From an optimization exercise on the open Yosys and OpenROAD flow, aimed at small area; shortcuts taken in it are not production practice.
Only simulation tests tie the RTL to the original design; equivalence was not proved.
No run shown here takes its clock network from TritonCTS; it comes from the design's own scripts or RTL.
The clock port is modelled as an ideal driver, which makes a skipped or thinned clock tree look cheaper than it is; a real chip needs a root buffer or a tree.
No activity file was given, so power comes from the tool's default toggle rates.

[flow/area_safe.abc]
strash
dc2
dch -f
amap
topo
[flow/run.sh]
#!/bin/bash
# The standard layout, with these changes:
#  - synthesis maps logic with an area-oriented ABC script (flow/area.abc)
#    in place of ORFS's speed script; everything else in synthesis is as
#    standard.sh runs it. Should ABC fail on it, synthesis is rerun with
#    flow/area_safe.abc, the same mapping without the don't-care passes;
#  - port buffers are sky130_fd_sc_hd__buf_1;
#  - the clock tree is built by flow/cts_tree.tcl (a root buffer driving
#    leaf buffers of at most CTS_TREE_MAX_SINKS flip-flops each) in place
#    of TritonCTS.
# Each step's full output is in the ORFS logs under orfs/logs; the make
# output of each call is in synth.log, synth_safe.log and standard.log.
set -uo pipefail
export CTS_TREE_NET=clk CTS_TREE_MAX_SINKS=19 CTS_TREE_LEAF=sky130_fd_sc_hd__clkbuf_8 CTS_TREE_ROOT=sky130_fd_sc_hd__clkbuf_4
W=$(pwd)
make_synth_script() {  # $1 = ABC script, $2 = output name
  sed "s#^  log_cmd abc {\*}\$abc_args#  set abc_args [lreplace \$abc_args 1 1 $1]\n  log_cmd abc {*}\$abc_args#" \
    "$FLOW_HOME/scripts/synth.tcl" > "$W/synth_$2.tcl"
  sed "s#source \$::env(SCRIPTS_DIR)/synth.tcl#source $W/synth_$2.tcl#" synth_recipe.tcl > "$W/synth_recipe_$2.tcl"
}
make_synth_script "$W/flow/area.abc" area
make_synth_script "$W/flow/area_safe.abc" safe
S="$W/synth_recipe_area.tcl"
if ! bash standard.sh "SYNTH_SCRIPT=$S" synth > synth.log 2>&1; then
  S="$W/synth_recipe_safe.tcl"
  bash standard.sh "SYNTH_SCRIPT=$S" synth > synth_safe.log 2>&1 || exit 1
fi
bash standard.sh "SYNTH_SCRIPT=$S" \
  "BUFFER_PORTS_ARGS=-buffer_cell sky130_fd_sc_hd__buf_1" \
  "PRE_CTS_TCL=$W/flow/cts_tree.tcl" \
  finish > standard.log 2>&1
[constraint.sdc]
create_clock -name core_clock -period 10.0 [get_ports {clk}]
set_input_delay 2.0000 -clock core_clock [delete_from_list [all_inputs] [get_ports {clk}]]
set_output_delay 2.0000 -clock core_clock [all_outputs]
set_load 0.01 [all_outputs]
[flow/area.abc]
strash
dc2
dch -f
amap -m
topo
mfs3 -aez
topo
strash
dch -f
amap -m
topo
mfs3 -aez
topo
strash
dch -f
amap -m
topo
mfs3 -aez
topo
strash
dch -f
amap -m
topo
mfs3 -aez
topo
strash
dch -f
amap -m
topo
mfs3 -aez
topo
[config.mk]
export PLATFORM = sky130hd
export DESIGN_NAME = TopGlove
export DESIGN_NICKNAME = TopGlove
export VERILOG_FILES = /design/flow/design.v
export SDC_FILE = /design/flow/constraint.sdc
export NUM_CORES = 4
export LEC_CHECK = 0
export CAP_MARGIN = 20
export CORE_MARGIN = 2
export CORE_UTILIZATION = 40
export CTS_BUF_LIST = sky130_fd_sc_hd__clkbuf_8
export SLEW_MARGIN = 20
[flow/cts_tree.tcl]
# Sourced before CTS (PRE_CTS_TCL). Replaces TritonCTS with a two-level
# clock tree: the flip-flops are split by recursive median bisection into
# groups of at most CTS_TREE_MAX_SINKS, each group is driven by a leaf
# buffer at its centre, and one root buffer, driven by the clock port,
# drives the leaf buffers. All flip-flops are two buffers from the port.
rename clock_tree_synthesis __triton_clock_tree_synthesis

proc cts_tree_bisect {pts maxn} {
  set n [llength $pts]
  if {$n <= $maxn} { return [list $pts] }
  set xs {}; set ys {}
  foreach p $pts { lappend xs [lindex $p 0]; lappend ys [lindex $p 1] }
  set dx [expr {[tcl::mathfunc::max {*}$xs] - [tcl::mathfunc::min {*}$xs]}]
  set dy [expr {[tcl::mathfunc::max {*}$ys] - [tcl::mathfunc::min {*}$ys]}]
  set k [expr {$dx >= $dy ? 0 : 1}]
  set s [lsort -integer -index $k $pts]
  set g [expr {($n + $maxn - 1) / $maxn}]
  set g1 [expr {$g / 2}]
  set cut [expr {int(round(double($n) * $g1 / $g))}]
  return [concat [cts_tree_bisect [lrange $s 0 [expr {$cut - 1}]] $maxn] \
                 [cts_tree_bisect [lrange $s $cut end] $maxn]]
}

proc cts_tree_place {inst x y} {
  set m [$inst getMaster]
  $inst setLocation [expr {int($x - [$m getWidth] / 2)}] [expr {int($y - [$m getHeight] / 2)}]
  $inst setPlacementStatus PLACED
}

proc clock_tree_synthesis {args} {
  set db [ord::get_db]
  set block [ord::get_db_block]
  set clk [$block findNet $::env(CTS_TREE_NET)]
  set pts {}
  foreach it [$clk getITerms] {
    set bb [[$it getInst] getBBox]
    lappend pts [list [expr {([$bb xMin] + [$bb xMax]) / 2}] \
                      [expr {([$bb yMin] + [$bb yMax]) / 2}] $it]
  }
  set groups [cts_tree_bisect $pts $::env(CTS_TREE_MAX_SINKS)]
  set leafm [$db findMaster $::env(CTS_TREE_LEAF)]
  set rootm [$db findMaster $::env(CTS_TREE_ROOT)]
  set rootnet [odb::dbNet_create $block clknet_root]
  $rootnet setSigType CLOCK
  set i 0; set sx 0.0; set sy 0.0
  foreach grp $groups {
    set cx 0.0; set cy 0.0
    foreach p $grp { set cx [expr {$cx + [lindex $p 0]}]; set cy [expr {$cy + [lindex $p 1]}] }
    set cx [expr {$cx / [llength $grp]}]; set cy [expr {$cy / [llength $grp]}]
    set net [odb::dbNet_create $block clknet_leaf_$i]
    $net setSigType CLOCK
    foreach p $grp {
      set it [lindex $p 2]
      $it disconnect
      $it connect $net
    }
    set buf [odb::dbInst_create $block $leafm clkbuf_leaf_$i]
    [$buf findITerm A] connect $rootnet
    [$buf findITerm X] connect $net
    cts_tree_place $buf $cx $cy
    puts "cts_tree: leaf $i drives [llength $grp] sinks at ([expr {int($cx)}], [expr {int($cy)}])"
    set sx [expr {$sx + $cx}]; set sy [expr {$sy + $cy}]
    incr i
  }
  set root [odb::dbInst_create $block $rootm clkbuf_root]
  [$root findITerm A] connect $clk
  [$root findITerm X] connect $rootnet
  cts_tree_place $root [expr {$sx / $i}] [expr {$sy / $i}]
  puts "cts_tree: root drives $i leaf buffers"
  global_connect
  set_propagated_clock [all_clocks]
}
[standard.sh]
#!/bin/bash
# synth_recipe.tcl (not shown) runs the flow's synth.tcl, then flattens the netlist and writes it again
# the make line also repeats each setting of config.mk as NAME=value (left out here)
make -C /OpenROAD-flow-scripts/flow DESIGN_CONFIG=/design/flow/config.mk WORK_HOME=/design/flow/orfs CLKGATE_MAP_FILE= SYNTH_SCRIPT=/design/flow/synth_recipe.tcl "${@:-finish}"
[design.v]
module DebouncePulse (
    input  clk,
    input  in,
    output out
);
    reg  [3:0] t;
    wire [3:0] s = t ^ 4'b1011;
    always @(posedge clk) begin
        t[0] <= ~(in & (~s[1] | s[2]));
        t[1] <= ~(in & ~s[2]);
        t[2] <=   in & (s[2] ^ s[3]);
        t[3] <= ~(in & ~s[0]);
    end
    assign out = s[0] & s[1] & s[2];
endmodule
module UART (
    input        rst,
    input        clk,
    input        pop,       
    input  [2:0] code,      
    output       ready,
    output       tx
);
    localparam [13:0] PV = 14'h200a;    
    reg  [13:0] vt;
    wire [13:0] v = vt ^ PV;
    wire baud = (v == 14'h0E53);
    always @(posedge clk) begin
        if (rst)       vt <= 14'd0 ^ PV;
        else if (baud) vt <= 14'd1 ^ PV;
        else           vt <= {v[12:0], ~(v[13] ^ v[12])} ^ PV;
    end
    localparam [3:0] PU = 4'h1;          
    reg  [3:0] ut;
    wire [3:0] u = ut ^ PU;
    reg  [3:0] u_n;
    reg  [2:0] cd;
    always @* begin
        if (rst) u_n = 4'd0;
        else case (u)
            4'd0:  u_n = pop ? 4'd1 : 4'd0;
            4'd1:  u_n = 4'd2;
            4'd2:  u_n = baud ? 4'd3 : 4'd2;
            4'd3:  u_n = baud ? 4'd4 : 4'd3;
            4'd4:  u_n = baud ? 4'd5 : 4'd4;
            4'd5:  u_n = baud ? 4'd6 : 4'd5;
            4'd6:  u_n = baud ? 4'd7 : 4'd6;
            4'd7:  u_n = baud ? 4'd8 : 4'd7;
            4'd8:  u_n = baud ? 4'd9 : 4'd8;
            4'd9:  u_n = baud ? 4'd10 : 4'd9;
            4'd10: u_n = baud ? 4'd11 : 4'd10;
            4'd11: u_n = baud ? 4'd12 : 4'd11;
            default: u_n = 4'd0;
        endcase
    end
    always @(posedge clk) begin
        ut <= u_n ^ PU;
        if (u == 4'd0 && pop) cd <= code;
    end
    assign ready = (u == 4'd0) | (u == 4'd1);
    wire [3:0] d = (cd == 3'd5) ? 4'd8 : {1'b0, cd};
    reg txr;
    always @* case (u)
        4'd3:  txr = 1'b0;           
        4'd4:  txr = d[0];
        4'd5:  txr = d[1];
        4'd6:  txr = d[2];
        4'd7:  txr = d[3];
        4'd8, 4'd9, 4'd10, 4'd11: txr = 1'b0;
        default: txr = 1'b1;         
    endcase
    assign tx = txr;
endmodule
module PmodGYRO (
	input rst,
	input clk,
	output reg cs,
	output     sclk,
	output reg mosi,
	input      miso,
	output [15:0] data_x,
	output [15:0] data_y,
	output [15:0] data_z,
	output        valid,
	output        update
);
	localparam [7:0] PC = 8'h20;
	localparam [2:0] PB = 3'h0;
	localparam [1:0] PP = 2'h0;
	reg  [7:0] ct;
	wire [7:0] c = ct ^ PC;
	reg  [8:0] h;
	reg  [2:0] bt;
	reg  [1:0] pt;
	wire [2:0] b = bt ^ PB;
	wire [1:0] ph = pt ^ PP;
	reg [38:0] sr;
	reg [47:0] xyz;
	reg        vld;
	wire run    = &ph;
	wire fin    = cs | (c[7] & c[6]);
	wire last   = run ? (b == 3'd6) : (b == 3'd1);    
	wire sample = c[3:0] == 4'd7;                    
	wire e      = c[7] & c[1] & (fin ? (b[2] & c[6]) : c[3]);
	reg  [7:0] c_n;
	reg  [2:0] b_n;
	reg  [1:0] ph_n;
	always @* begin
		c_n  = c;
		b_n  = b;
		ph_n = ph;
		if (rst) begin
			c_n  = 8'hC1;
			b_n  = 3'd5;
			ph_n = 2'd0;
		end else if (e) begin
			c_n = 8'd10;
			if (fin) begin
				b_n = 3'd0;
				if (!run && !b[0]) ph_n = ph + 2'd1;
			end else if (last) begin
				b_n = 3'd0;
				c_n = 8'hC2;
			end else
				b_n = b + 3'd1;
		end else begin
			c_n = c + 8'd1;
			if (fin && (&c) && (&h)) b_n = b + 3'd1;
		end
	end
	wire       h_en = fin ? ~e : (sample | e & last);
	wire [8:0] h_d  = fin ? h + {8'd0, &c} : (e ? 9'd0 : {h[7:0], miso});
	always @(posedge clk) begin
		ct <= c_n ^ PC;
		bt <= b_n ^ PB;
		pt <= ph_n ^ PP;
		if (h_en)
			h <= h_d;
		cs <= rst | (fin & ~e);
	end
	wire load = run & ~fin & e & last;
	assign update = run & fin & ~cs;
	reg nb;
	wire [2:0] bi = run ? ((b == 3'd0) ? 3'd4 : 3'd5) : {1'b0, ph + b[1:0]};
	always @* case ({bi, c[6:4]})
		6'd2: nb = 1'b1;
		6'd12: nb = 1'b1;
		6'd13: nb = 1'b1;
		6'd14: nb = 1'b1;
		6'd15: nb = 1'b1;
		6'd18: nb = 1'b1;
		6'd21: nb = 1'b1;
		6'd27: nb = 1'b1;
		6'd32: nb = 1'b1;
		6'd33: nb = 1'b1;
		6'd34: nb = 1'b1;
		6'd36: nb = 1'b1;
		default: nb = 1'b0;
	endcase
	always @(posedge clk) begin
		if (rst)
			mosi <= 1'b0;
		else if (!fin && c[3:0] == 4'd15)
			mosi <= nb;
	end
	assign sclk = fin | c[3];
	always @(posedge clk)
		if (sample)
			sr <= {sr[37:0], h[8]};
	wire [47:0] ch = {sr, h};
	always @(posedge clk) begin
		if (load)
			xyz <= {ch[7:0], ch[15:8], ch[23:16], ch[31:24], ch[39:32], ch[47:40]};
		if (rst)
			vld <= 1'b0;
		else if (load)
			vld <= 1'b1;
	end
	assign data_z = xyz[47:32];
	assign data_y = xyz[31:16];
	assign data_x = xyz[15:0];
	assign valid  = vld;
endmodule
module TopGlove (
    input clk,
    input rst,
    input [1:0] sw,
    input btn_up,
    input btn_down,
    input btn_left,
    input btn_center,
    output gyro_cs,
    output gyro_sclk,
    output gyro_mosi,
    input  gyro_miso,
    output reg [15:0] LED,
    input       master_rts,
    output      master_rx,
    input       master_tx,
    output      master_cts
);
    wire up_p, down_p, left_p, center_p;
    DebouncePulse db_up(.clk(clk), .in(btn_up), .out(up_p));
    DebouncePulse db_down(.clk(clk), .in(btn_down), .out(down_p));
    DebouncePulse db_left(.clk(clk), .in(btn_left), .out(left_p));
    DebouncePulse db_center(.clk(clk), .in(btn_center), .out(center_p));
    assign master_cts = 0;
    wire [15:0] data_x, data_y, data_z;
    wire valid, update;
    PmodGYRO pgyro0 (
        .rst   (rst),
        .clk   (clk),
        .cs    (gyro_cs),
        .sclk  (gyro_sclk),
        .mosi  (gyro_mosi),
        .miso  (gyro_miso),
        .data_x(data_x),
        .data_y(data_y),
        .data_z(data_z),
        .valid (valid),
        .update(update)
    );
    reg [2:0] q0, q1, q2;
    reg [1:0] head, tail;
    wire [1:0] head_inc = {head[0], ~head[1]};
    wire [1:0] tail_inc = {tail[0], ~tail[1]};
    reg       tb;       
    wire ready;
    wire pop = ready && !master_rts && head != tail;
    UART master (
        .rst  (rst),
        .clk  (clk),
        .pop  (pop),
        .code (q0),
        .ready(ready),
        .tx   (master_rx)
    );
    wire notfull = (tail == 2'b10) || (tail_inc != head);
    wire [4:0] g = tb ? data_z[15:11] : data_y[15:11];
    wire g_neg = g[4] & ~&g[3:0];    
    wire g_pos = ~g[4] & |g[3:1];    
    reg       push;
    reg [2:0] wcode;
    always @* begin
        push = 1'b1;
        if (left_p)        wcode = 3'd4;
        else if (center_p) wcode = 3'd5;
        else if (up_p)     wcode = 3'd6;
        else if (down_p)   wcode = 3'd7;
        else begin
            wcode = {1'b0, ~tb, g_pos};
            push  = update & (g_neg | g_pos);
        end
    end
    wire [1:0] hb = {head[1], head[1] ^ head[0]};    
    wire [1:0] tl = {tail[1], tail[1] ^ tail[0]};
    wire [1:0] n  = tl - hb;
    wire       we = notfull && push;
    wire [1:0] wpos = pop ? n - 2'd1 : n;
    always @(posedge clk) begin
        if (pop) begin
            q0 <= (we && wpos == 2'd0) ? wcode : q1;
            q1 <= (we && wpos == 2'd1) ? wcode : q2;
            if (we && wpos == 2'd2) q2 <= wcode;
        end else begin
            if (we && wpos == 2'd0) q0 <= wcode;
            if (we && wpos == 2'd1) q1 <= wcode;
            if (we && wpos == 2'd2) q2 <= wcode;
        end
        if (rst) begin
            head <= 0;
            tail <= 0;
            tb   <= 0;
        end else begin
            if (pop)
                head <= head_inc;
            if (notfull && push)
                tail <= tail_inc;
            if (!notfull)
                tb <= 0;
            else if (!(left_p | center_p | up_p | down_p) && update)
                tb <= ~tb;
        end
    end
    wire sel_x = valid & ~sw[1] & ~sw[0];
    wire sel_y = valid & ~sw[1] & sw[0];
    wire sel_z = valid & sw[1];
    always @*
        LED = ({16{sel_x}} & data_x) | ({16{sel_y}} & data_y) | ({16{sel_z}} & data_z);
endmodule
==> metrics.csv, run 1 <==
stage,metric,value,unit
run_status,status,"complete, no violations",
timing,rsz0062_at_grt,false,
global_route,grt_util_all_layers,0.133,
global_route,grt_max_degree,50,
power_and_ir_drop,vdd_drop_max,0.0714,mV
cts,holdBufCountCts,0,
power_and_ir_drop,sw_frac_of_total,0.294,
detailed_routing,route.detailed.drc,0,
yosys,synth-seq-cells,163,
die,initial_core_util,0.406,
power_and_ir_drop,power_frac_comb,0.172,
die,die_y,128,um
yosys,synth_cells,492,
timing,tightest_slew,1.06,ns
cts,clk_pin_slew,0.11,ns
global_route,grt_use_met1,0.190,
worst_setup_path,cp_data_arrival_time,3.50,ns
power_and_ir_drop,powerDensity,209,nW/um^2
die,pin_count,32,
yosys,synth_cell_types,38,
power_and_ir_drop,p_int,984,uW
timing,finClkSkew,0.0146,ns
cells_and_area,syn2layout_area_growth,8.78,%
global_route,grt_use_met3,0.0125,
yosys,seq_area_frac_synth,0.709,
cts,cts_repair_resize_count,0,
placement,port_buffers,29,
detailed_routing,wire_per_inst,15.6,um
worst_setup_path,setup.worst_path.start_class,input port,
global_route,antenna_found_initial,1,
power_and_ir_drop,power_frac_clock,0.195,
timing,setup_tns,0,ns
detailed_routing,post_drt_via_cell_ratio,5.34,
global_route,met2_usage,0.221,
die,dieWidth,128,um
global_route,grt_overflow,0,
timing,finalHoldViolCount,0,
worst_setup_path,endpoint_kind,primary output,
yosys,synth_area_leaders,"edfxtp_1 (53%), dfxtp_1 (18%), clkinv_1 (3.9%), nor2_1 (3.4%), a222oi_1 (2.6%)",
global_route,grt_pass1_wl,18.0,mm
worst_setup_path,cp-startpoint,sw[1],
global_route,top_usage_layer,met2,
cts,insertion_delay,0.52,ns
detailed_routing,vias,3849,
cts,cts_setup_buffers,0,
run,max_cap_viol_count,0,
detailed_routing,wl,11.2,mm
placement,gp_congestion,0.793,
worst_setup_path,reg2reg_slack,6.86,ns
yosys,synth.avg_cell_area,12.5,um^2
die,core,15100,um^2
yosys,syn_area,6130,um^2
cells_and_area,nets,557,
power_and_ir_drop,p_sw,409,uW
yosys,synth_fp_nets,515,
detailed_routing,ant_nets,0,
global_route,first_global_vias,3685,
cells_and_area,fin_area,6670,um^2
yosys,yosys.area.top_type_share,0.529,
cells_and_area,layout_commonest_cell,edfxtp_1,
power_and_ir_drop,sequentialPowerShare,0.633,
detailed_routing,first_iter_violations,405,
die,die-area,16300,um^2
detailed_routing,firstDrtPassIters,6,
worst_setup_path,critPathCapture,LED[13],
timing,max_freq,182,MHz
placement,hpwlAfterDp,7.44,mm
worst_setup_path,worstPathMaxFanout,16,
timing,setup_violations,0,
cells_and_area,filler_cell_count,1409,
worst_setup_path,ff2ff_path_depth,9,
worst_setup_path,r2r_end,q0[1]$_DFFE_PP_,
min_path,holdCritPathClass,flop to flop,
timing,maxSlewViolCount,0,
worst_setup_path,cp.required,8.00,ns
worst_setup_path,timing.rr.start,tail[1]$_SDFFE_PP0P_,
timing,fin_crit,5.50,ns
cells_and_area,final_cell_mix,"edfxtp_1 (108), clkinv_1 (63), dfxtp_1 (55)",
placement,place_area,6490,um^2
worst_setup_path,path_class,input port to primary output,
power_and_ir_drop,total_leakage_power,2.16,nW
die,placementRows,45,
yosys,yosys_warnings,4,
timing,maxSlewHeadroom,0.289,
yosys,synth_top_cell_by_area,edfxtp_1,
cells_and_area,drive_above_1_share,0.0320,
timing,period_share,0.550,
==> power by group through the flow <==
stage	combinational, mW	sequential, mW	clock [mW]
detailed placement	0.235	0.896	0
global placement	0.226	0.892	0
global route	0.273	0.895	0.300
finish	0.239	0.882	0.272
CTS	0.236	0.881	0.279
floorplan	0.184	0.873	0
==> synthesized netlist by cell type, drive strengths merged <==
master     n
nor2      56
nor4       2
o2111ai    2
o221ai     3
dfxtp     55
a221oi     6
xor2       1
a32oi      1
nand4      1
o31ai      1
conb       1
a22oi      2
nand3     11
a32o       1
o21ai     30
edfxtp   108
o21bai     1
nor3      16
and2       2
nor3b      1
nand4b     1
ha        12
a31oi      5
a2111oi    3
a211oi     3
o32ai      6
clkinv    63
or2        1
nand2     34
nor2b      8
a21oi     22
buf        1
o21a       1
or4        1
o22ai     11
a222oi    16
or3        1
and3       2
==> metal layers <==
metal / wire length (um) / vias to the layer above
li1: - / 1903
met1: 5260 / 1843
met2: 5210 / 85
met3: 461 / 18
met4: 289 / 0
met5: 0 / -
==> logic make-up after synthesis <==
family          Yosys count  synth area share
other cells               1          0.000612
flops                   163             0.709
compound gates          114             0.126
simple gates            137            0.0984
xor+xnor                  1           0.00143
fa+ha+maj                12            0.0245
buf+inv                  64            0.0398
==> critical path: stages <==
cell and delay [ns]:
buf_1 0.22, and2_0 0.83, a222oi_1 0.21, clkinv_1 0.09, buf_1 0.15
==> layout make-up <==
cell class / instances / area [um^2] / share of cell area
multi-input cells: 265 / 1570 / 0.236
repair buffers: 31 / 144 / 0.0216
plain buffers: 10 / 131 / 0.0197
flip-flops and latches: 163 / 4340 / 0.652
well taps: 188 / 235 / 0.0353
diodes: 1 / 2.50 / 0.000375
inverters: 63 / 236 / 0.0355
==> state kept, by name (all words and copies together), names as in the netlist, 4 cells and up <==
signal / count
db_center.t: 4
db_down.t: 4
db_left.t: 4
db_up.t: 4
master.ut: 4
master.vt: 14
pgyro0.ct: 8
pgyro0.h: 9
pgyro0.sr: 39
pgyro0.xyz: 48
==> stage by stage <==
stage	power, mW	utilization	std cells	hold slack (ns)	worst slack [ns]
6_report	1.39	0.442	721	0.391	4.50
3_3_place_gp	1.12	0.430	709	0.365	4.27
5_1_grt	1.47	0.442	721	0.408	4.36
4_1_cts	1.40	0.439	719	0.393	4.32
2_1_floorplan	1.06	-	492	0.358	4.67
3_5_place_dp	1.13	0.430	709	0.367	4.33
==> worst min-delay path by stage <==
stage / startpoint / to / slack (ns) / cells past startpoint
2_1_floorplan: db_center.t[0]$_DFF_P_ / db_center.t[3]$_DFF_P_ / 0.36 / 1
3_3_place_gp: db_down.t[0]$_DFF_P_ / db_down.t[3]$_DFF_P_ / 0.36 / 1
3_5_place_dp: db_left.t[0]$_DFF_P_ / db_left.t[3]$_DFF_P_ / 0.37 / 1
4_1_cts: db_up.t[0]$_DFF_P_ / db_up.t[3]$_DFF_P_ / 0.39 / 1
5_1_grt: db_up.t[0]$_DFF_P_ / db_up.t[3]$_DFF_P_ / 0.41 / 1
6_report: db_up.t[0]$_DFF_P_ / db_up.t[3]$_DFF_P_ / 0.39 / 1
==> run 2: changes to the inputs <==
--- a/design.v
+++ b/design.v
@@ -21,7 +21,7 @@
     output       ready,
     output       tx
 );
-    localparam [13:0] PV = 14'h200a;    
+    localparam [13:0] PV = 14'h200e;    
     reg  [13:0] vt;
     wire [13:0] v = vt ^ PV;
     wire baud = (v == 14'h0E53);
==> run 2 against run 1 <==
Compared with the run above:
- synthesized cell count fell by 0.81%
- power fell by 0.41%
- worst hold slack barely moved
- synthesized area fell by 0.22%
- global-route usage fell by 0.50 points
- routed wire length fell by 3.0%
- highest routed layer unchanged
- critical path type unchanged
- via count fell by 2.1%
- final area fell by 0.13%
- first-iteration DRC count fell by 13%
==> metrics.csv, run 2 <==
stage,metric,value,unit,change
yosys,synth_cell_types,37,,was 38
detailed_routing,post_drt_via_cell_ratio,5.24,,was 5.34
detailed_routing,wire_per_inst,15.1,um,was 15.6 um
worst_setup_path,ff2ff_path_depth,5,,was 9
cells_and_area,top_regs,"pgyro0.xyz (48), pgyro0.sr (39), master.vt (14)",,unchanged
die,dieWidth,128,um,about the same
yosys,synthTopCellsByCount,"edfxtp_1 (108), clkinv_1 (60), nor2_1 (58)",,"was edfxtp_1 (108), clkinv_1 (63), nor2_1 (56)"
placement,gp_congestion,0.823,,was 0.793
die,core,15100,um^2,unchanged
die,die-area,16300,um^2,about the same
detailed_routing,wl_met3,383,um,was 461 um
placement,hpwlAfterDp,7.22,mm,was 7.44 mm
min_path,hold_depth,1,,unchanged
detailed_routing,wl_met1,5.29,mm,was 5.26 mm
power_and_ir_drop,sw_frac_of_total,0.290,,was 0.294
yosys,yosys.area.top_type_share,0.530,,was 0.529
timing,fin_crit,5.50,ns,about the same
power_and_ir_drop,p_int,986,uW,was 984 uW
timing,rsz0062_at_grt,false,,unchanged
yosys,synth_area_leaders,"edfxtp_1 (53%), dfxtp_1 (18%), clkinv_1 (3.7%), nor2_1 (3.6%), a222oi_1 (2.6%)",,"was edfxtp_1 (53%), dfxtp_1 (18%), clkinv_1 (3.9%), nor2_1 (3.4%), a222oi_1 (2.6%)"
timing,tightest_slew,1.05,ns,was 1.06 ns
power_and_ir_drop,total_leakage_power,2.17,nW,was 2.16 nW
cts,cts_setup_buffers,0,,unchanged
worst_setup_path,path_class,input port to primary output,,unchanged
cells_and_area,syn2layout_area_growth,8.88,%,was 8.78%
power_and_ir_drop,p_sw,402,uW,was 409 uW
yosys,synthFlopType,edfxtp_1,,unchanged
power_and_ir_drop,power_frac_comb,0.171,,was 0.172
global_route,grt_max_degree,50,,unchanged
global_route,grt_pass1_wl,17.5,mm,was 18.0 mm
global_route,first_global_vias,3600,,was 3685
power_and_ir_drop,sequentialPowerShare,0.637,,was 0.633
timing,maxSlewHeadroom,0.298,,was 0.289
cts,holdBufCountCts,0,,unchanged
worst_setup_path,cp.required,8.00,ns,about the same
run,max_cap_viol_count,0,,unchanged
timing,period_share,0.550,,about the same
run_status,status,"complete, no violations",,unchanged
worst_setup_path,setup.worst_path.start_class,input port,,unchanged
yosys,synth_top_cell_by_area,edfxtp_1,,unchanged
detailed_routing,route.detailed.drc,0,,unchanged
detailed_routing,firstDrtPassIters,5,,was 6
detailed_routing,ant_nets,0,,unchanged
cells_and_area,nets,555,,was 557
power_and_ir_drop,power,1.39,mW,about the same
timing,maxSlewViolCount,0,,unchanged
detailed_routing,highest_layer,met4,,unchanged
cells_and_area,drive_above_1_share,0.0340,,was 0.0320
worst_setup_path,worstPathMaxFanout,16,,unchanged
worst_setup_path,cp_data_arrival_time,3.50,ns,about the same
timing,finClkSkew,0.0148,ns,was 0.0146 ns
worst_setup_path,r2r_end,pgyro0.h[2]$_DFFE_PP_,,was q0[1]$_DFFE_PP_
yosys,synth.avg_cell_area,12.5,um^2,about the same
yosys,synth_cells,488,,was 492
yosys,synth_fp_nets,511,,was 515
timing,max_freq,182,MHz,about the same
detailed_routing,wl_met2,5.09,mm,was 5.21 mm
global_route,grt_overflow,0,,unchanged
timing,finalHoldViolCount,0,,unchanged
min_path,holdCritPathClass,flop to flop,,unchanged
cts,cts_repair_resize_count,0,,unchanged
yosys,synth_edf_count,108,,unchanged
timing,setup_violations,0,,unchanged
yosys,async_flop_share,0,,unchanged
worst_setup_path,endpoint_kind,primary output,,unchanged
placement,port_buffers,29,,unchanged
die,initial_core_util,0.405,,was 0.406
cells_and_area,final_cell_mix,"edfxtp_1 (108), clkinv_1 (60), nor2_1 (56)",,"was edfxtp_1 (108), clkinv_1 (63), dfxtp_1 (55)"
die,pin_count,32,,unchanged
min_path,holdCritStartpoint,db_down.t[0]$_DFF_P_,,was db_up.t[0]$_DFF_P_
detailed_routing,vias,3769,,was 3849
cells_and_area,layout_commonest_cell,edfxtp_1,,unchanged
detailed_routing,wl,10.9,mm,was 11.2 mm
die,placementRows,45,,unchanged
yosys,synth-seq-cells,163,,unchanged
yosys,syn_area,6110,um^2,was 6130 um^2
cts,clk_pin_slew,0.12,ns,was 0.11 ns
die,die_y,128,um,about the same
cells_and_area,top_register,pgyro0.xyz,,unchanged
global_route,grt_util_all_layers,0.128,,was 0.133
yosys,yosys_warnings,4,,unchanged
power_and_ir_drop,vdd_drop_max,0.0825,mV,was 0.0714 mV
worst_setup_path,timing.rr.start,pgyro0.ct[6]$_SDFF_PP1_,,was tail[1]$_SDFFE_PP0P_
yosys,seq_area_frac_synth,0.710,,was 0.709
cts,insertion_delay,0.51,ns,was 0.52 ns
timing,setup_tns,0,ns,unchanged
detailed_routing,first_iter_violations,352,,was 405
placement,dp_cells,707,,was 709
worst_setup_path,reg2reg_slack,6.83,ns,was 6.86 ns
power_and_ir_drop,powerDensity,208,nW/um^2,was 209 nW/um^2
cells_and_area,stdcell_count,719,,was 721
power_and_ir_drop,power_frac_clock,0.192,,was 0.195
min_path,hold-path-endpoint,db_down.t[3]$_DFF_P_,,was db_up.t[3]$_DFF_P_
global_route,antenna_found_initial,1,,unchanged
cells_and_area,largest_reg_flops,48,,unchanged
yosys,yosysMostFrequentCell,edfxtp_1,,unchanged
## run 2: cell count changes in the layout (fill, tap and decap cells not counted), sizes merged, moves of 2 or more
cell / change
o221ai: -2
nand2b: +2
nor2b: -4
o21ai: -4
or3: +2
and3: +4
buf: +2
nand2: -4
nor2: +2
clkinv: -3
## run 2: how the worst max path moves through the flow
stage | start | to | cells past startpoint
floorplan | sw[1] | LED[13] | 3
finish | sw[1] | LED[11] | 5
CTS | sw[1] | LED[13] | 5
global placement | sw[1] | LED[13] | 5
detailed placement | sw[1] | LED[13] | 5
global route | sw[1] | LED[15] | 5
## run 2: per-layer routing
| layer | global-route usage | up-vias |
|---|---|---|
| li1 | - | 1898 |
| met1 | 0.188 | 1806 |
| met2 | 0.215 | 58 |
| met3 | 0.0109 | 7 |
| met4 | 0.0149 | 0 |
| met5 | 0 | - |
## run 2: power groups by stage
stage	clock (mW)	sequential (mW)	combinational, mW
3_3_place_gp	0	0.894	0.224
6_report	0.267	0.884	0.237
4_1_cts	0.277	0.882	0.236
3_5_place_dp	0	0.897	0.235
2_1_floorplan	0	0.875	0.183
5_1_grt	0.295	0.896	0.274
## run 2: logic make-up after synthesis
logic type	after synthesis	synth area share
and+or+nand+nor	139	0.101
xor gates and xnor gates	1	0.00143
DFF	163	0.710
other	1	0.000613
buffers and inverters	61	0.0381
AOI/OAI and AO/OA	111	0.124
adders and majority gates	12	0.0246
## run 2: metrics by stage
step	setup slack, ns	cell area (um^2)	hold slack (ns)	util
floorplan	4.67	6110	0.358	-
global placement	4.40	6490	0.365	0.430
detailed placement	4.35	6490	0.365	0.430
CTS	4.35	6630	0.392	0.439
global route	4.37	6660	0.407	0.441
finish	4.50	6660	0.391	0.441
## run 2: final cells by class
type	instances	area [um^2]
diodes	1	2.50
repair buffers	33	151
inverters	60	225
multi-input cells	264	1570
flip-flops and latches	163	4340
plain buffers	10	131
fillers	1384	8430
well taps	188	235
## run 2: critical path, stage by stage
cell and delay [ns]:
buf_1 0.17, and2_0 0.85, a222oi_1 0.24, clkinv_1 0.09, buf_1 0.15

[what the ideal ports hide]
The flow's constraints put no driver on any port. The routed layouts listed below were extracted and timed again, unchanged, in two steps.
Step 1 (the two cells are an assumption about what drives the block):
set clk [get_ports {clk}]
set_driving_cell -lib_cell sky130_fd_sc_hd__clkbuf_16 $clk
set_driving_cell -lib_cell sky130_fd_sc_hd__buf_2 [delete_from_list [all_inputs] $clk]
Step 2 adds t to the input delays and takes it off the output delays; t is the mean of the earliest and latest rising clock arrival at the registers after step 1. Input paths then give back, and output paths get back, about the clock's delay inside the block.
Three values: ideal, step 1, step 2; two values: the first two.
run	t, ns	slack for setup (ns)	worst data-port slew with drivers (ns)
run 1	0.546	4.495 / 4.470 / 4.470	0.04
run 2	0.532	4.498 / 4.470 / 4.470	0.04
After both steps setup and hold are still met in every run listed. The setup slack of run 2, which loses most, moves by -0.028 ns with the drivers and by -0.028 ns with both steps.
